From an optimization exercise on the open Yosys and OpenROAD flow, aimed at a short achievable clock period and few clock cycles; shortcuts taken in it are not production practice. In this exercise RTL edits were held to simulation tests only and were not proved equivalent to the original. Power and IR drop assume default switching activity.

Design CPU, start of the top module:
module CPU(
    input clk,rst,
    input [31:0]mem_rdata,
    output [7:0]mem_addr,
    output [31:0]mem_wdata,
    output mem_we
    );
    localparam CB  = 6;               
    localparam CN  = 1 << CB;
    localparam PFL = 48;              
    reg  [7:0]  maddr;                
    reg  [7:0]  maddr_n;              
    wire [7:0]  ma = ~maddr_n;
    reg         mwe;                  
    reg  [31:0] mwdata;
    reg         dcyc;                 
    reg         pfetch;               
    reg  [7:0]  fpc;                  
    reg  [7:0]  pf;                   
    reg         pf_rst;               
    assign mem_addr  = maddr;
    assign mem_we    = mwe;
    assign mem_wdata = mwdata;
    reg         vD;
    reg  [31:0] irD;
    reg  [31:1] rsD_oh, rtD_oh;       
    reg  [7:0]  pcD;
    reg         ptD;                  
    reg         hitD;
    reg  [1:0]  ctrD;
    reg         x_add, x_sub, x_and, x_or, x_xor, x_nor, x_slt;    
    reg         x_ld, x_beq, x_bne, x_wr;                          
    reg  [4:0]  x_dst;
    reg  [31:0] aX, bX;               
    reg  [7:0]  pcX, tgtX, pc1X;
    reg         ptX, hitX;
    reg  [1:0]  ctrX;
    reg         w_wr;
    reg  [4:0]  w_dst;
    reg  [31:0] resW;
    wire [32*32-1:0] rf_flat;
    assign rf_flat[31:0] = 32'd0;
    genvar g;
    generate
        for (g = 1; g < 32; g = g + 1) begin : R
            reg [31:0] r;
  ...
Size: ~12,000 cells after synthesis, roughly 4,800 flip-flops, about 75 I/O pins.
export LEC_CHECK = 0
export ABC_CLOCK_PERIOD_IN_PS = 3000
export CAP_MARGIN = 20
export CORE_MARGIN = 2
export CORE_UTILIZATION = 30
export SETUP_SLACK_MARGIN = 5
export SLEW_MARGIN = 20
export TNS_END_PERCENT = 100
create_clock -name core_clock -period 9.0 [get_ports {clk}]
run.sh (not shown) runs the stock make flow with config.mk's settings and CLKGATE_MAP_FILE= SYNTH_SCRIPT=/design/flow/synth_recipe.tcl, a recipe that flattens the netlist after the stock synthesis.
Testbench counts at the start, summed over its fixed seeds: cycles 82,359.
Change:
--- a/flow/design.v
+++ b/flow/design.v
@@ -13,14 +13,19 @@
     reg  [7:0]  maddr_n;              
     wire [7:0]  ma = ~maddr_n;
     reg         mwe;                  
     reg  [31:0] mwdata;
     reg         dcyc;                 
     reg         pfetch;               
     reg  [7:0]  fpc;                  
+    reg  [7:0]  fpc_t;                
+    reg  [7:0]  fpc_pn;               
+    reg  [7:0]  fpc_dn;               
+    wire [7:0]  fpc_p = ~fpc_pn;
+    wire [7:0]  fpc_d = ~fpc_dn;
     reg  [7:0]  pf;                   
     reg         pf_rst;               
     assign mem_addr  = maddr;
     assign mem_we    = mwe;
     assign mem_wdata = mwdata;
     reg         vD;
     reg  [31:0] irD;
@@ -54,16 +59,16 @@
     reg         bh_v     [0:31];
     reg  [2:0]  bh_tag   [0:31];
     reg  [1:0]  bh_ctr   [0:31];
     reg         bh_lp    [0:31];
     reg         bh_lv    [0:31];
     reg  [3:0]  bh_ltrip [0:31];
     reg  [3:0]  bh_lcnt  [0:31];
-    wire [4:0]  fidx    = fpc[4:0];
-    wire        f_hit   = bh_v[fidx] && (bh_tag[fidx] == fpc[7:5]);
+    wire [4:0]  fidx    = fpc_p[4:0];
+    wire        f_hit   = bh_v[fidx] && (bh_tag[fidx] == fpc_p[7:5]);
     wire [1:0]  f_ctr   = bh_ctr[fidx];
     wire        f_lexit = bh_lp[fidx] && bh_lv[fidx] && (bh_lcnt[fidx] == bh_ltrip[fidx]);
     wire [7:0]  f_seq   = fpc + 8'd1;
     function [11:0] predecode;
         input [31:0] w;
         input [7:0]  a;
         reg j, br, beq, bne, same, bk, st;
@@ -84,25 +89,36 @@
     reg  [7-CB:0] ic_tag [0:CN-1];
     reg  [31:0]   ic_d   [0:CN-1];
     reg  [11:0]   ic_pd  [0:CN-1];
     function lookup;
         input [7:0] a;
         lookup = ic_v[a[CB-1:0]] && (ic_tag[a[CB-1:0]] == a[7:CB]);
     endfunction
-    wire        c_hit  = lookup(fpc);
-    wire [31:0] f_inst = pfetch ? mem_rdata : ic_d[fpc[CB-1:0]];
-    wire [11:0] f_pd   = pfetch ? predecode(mem_rdata, fpc) : ic_pd[fpc[CB-1:0]];
+    wire        c_hit  = lookup(fpc_t);
+    wire [31:0] f_inst = pfetch ? mem_rdata : ic_d[fpc_d[CB-1:0]];
+    wire [11:0] f_pd   = pfetch ? predecode(mem_rdata, fpc) : ic_pd[fpc_p[CB-1:0]];
     wire        f_j    = f_pd[11];
     wire        f_br   = f_pd[10];
     wire        f_st   = f_pd[9];
     wire        f_bk   = f_pd[8];
     wire [7:0]  f_tgt  = f_pd[7:0];
     wire        f_ptk  = f_j | (f_br & (f_hit ? (f_ctr[1] & ~f_lexit) : f_st));
     wire [7:0]  f_npc  = f_ptk ? f_tgt : f_seq;
-    wire        h_seq  = lookup(f_seq);
+    wire [CB-1:0] nidx  = fpc[CB-1:0];
+    wire [7-CB:0] ntag  = (&nidx) ? fpc[7:CB] + 1'b1 : fpc[7:CB];
+    wire [CN-1:0]         v_rot;
+    wire [(8-CB)*CN-1:0]  t_rot;
+    genvar k;
+    generate
+        for (k = 0; k < CN; k = k + 1) begin : rot
+            assign v_rot[k] = ic_v[(k + 1) % CN];
+            assign t_rot[k*(8-CB) +: (8-CB)] = ic_tag[(k + 1) % CN];
+        end
+    endgenerate
+    wire        h_seq  = v_rot[nidx] && (t_rot[nidx*(8-CB) +: (8-CB)] == ntag);
     reg         sw_p;
     reg  [7:0]  sw_a;
     wire        sw_hit = sw_p & lookup(sw_a);
     wire [7:0]  pf_dist = pf - fpc;
     wire        pf_ok  = ~pf_rst & (pf_dist != 8'd0) & (pf_dist <= PFL);    
     wire        x_inv = x_sub | x_slt;
     wire        x_as  = x_add | x_sub;
@@ -220,25 +236,27 @@
         if (rst) begin
             maddr  <= 8'd0;
             maddr_n <= 8'hff;
             mwe    <= 1'b0;
             dcyc   <= 1'b0;
             pfetch <= 1'b1;
             fpc    <= 8'd0;
+            fpc_dn <= 8'hff;
             pf     <= 8'd0;
             pf_rst <= 1'b1;
             sw_p   <= 1'b0;
             vD     <= 1'b0;
             {x_add, x_sub, x_and, x_or, x_xor, x_nor, x_slt} <= 7'd0;
             {x_ld, x_beq, x_bne, x_wr} <= 4'd0;
             w_wr   <= 1'b0;
             for (i = 0; i < 32; i = i + 1) bh_v[i] <= 1'b0;
             for (i = 0; i < CN; i = i + 1) ic_v[i] <= 1'b0;
         end else begin
             fpc    <= nf;
+            fpc_dn <= ~nf;
             maddr  <= go_mem ? daddr : do_pre ? pf : nf;
             maddr_n <= ~(go_mem ? daddr : do_pre ? pf : nf);
             mwe    <= go_mem & d_st;
             dcyc   <= go_mem;
             pfetch <= ~go_mem & ~do_pre;
             pf_rst <= ~go_mem & ~nf_hit & ~pf_ok;
             if (pf_rst)
@@ -264,14 +282,16 @@
             w_wr <= x_wr;
             if (x_br)
                 bh_v[pcX[4:0]] <= 1'b1;
         end
     end
     always @(posedge clk) begin
         sw_a <= ma;
+        fpc_t  <= nf;
+        fpc_pn <= ~nf;
         if (ic_we) begin
             ic_d[ma[CB-1:0]]   <= ic_wd;
             ic_pd[ma[CB-1:0]]  <= predecode(ic_wd, ma);
             ic_tag[ma[CB-1:0]] <= ma[7:CB];
         end
         if (fetch) begin
             irD  <= f_inst;
=>
- The new run completed without violations
- total power shrinks by 4.1%
- core utilization is lower by 0.11 points
- setup slack gets better by 0.25 ns
- wire length falls by 1.6%
- global-route usage went down by 0.25 points
Testbench counts after the change, summed over its fixed seeds: cycles 82,359.

==> afterwards: timing with drivers on the ports <==
The flow's constraints put no driver on any port. The routed layouts listed below were extracted and timed again, unchanged, in two steps.
Step 1 sets driving cells, clkbuf_16 on the clock port and buf_2 on the other inputs (assumed; they add their load-dependent delay and slew).
Step 2 also shifts input and output timing later by t, the mid clock arrival at the registers, as if the neighbouring blocks saw the same clock.
Slacks: no drivers / after step 1 / after step 2; pairs: no drivers / after step 1.
| run | t (ns) | setup slack, ns | latest minus earliest clock arrival (ns) | worst slew at a driven data input, ns |
|---|---|---|---|---|
| the first run | 1.203 | 4.244 / 4.244 / 3.288 | 0.122 / 0.122 | 0.35 |
| the second run | 1.164 | 4.497 / 4.497 / 3.483 | 0.156 / 0.155 | 0.16 |
After both steps every run listed still meets setup and hold. For the second run, which loses most, drivers alone change the setup slack by 0.000 ns; drivers and shift together by -1.014 ns.
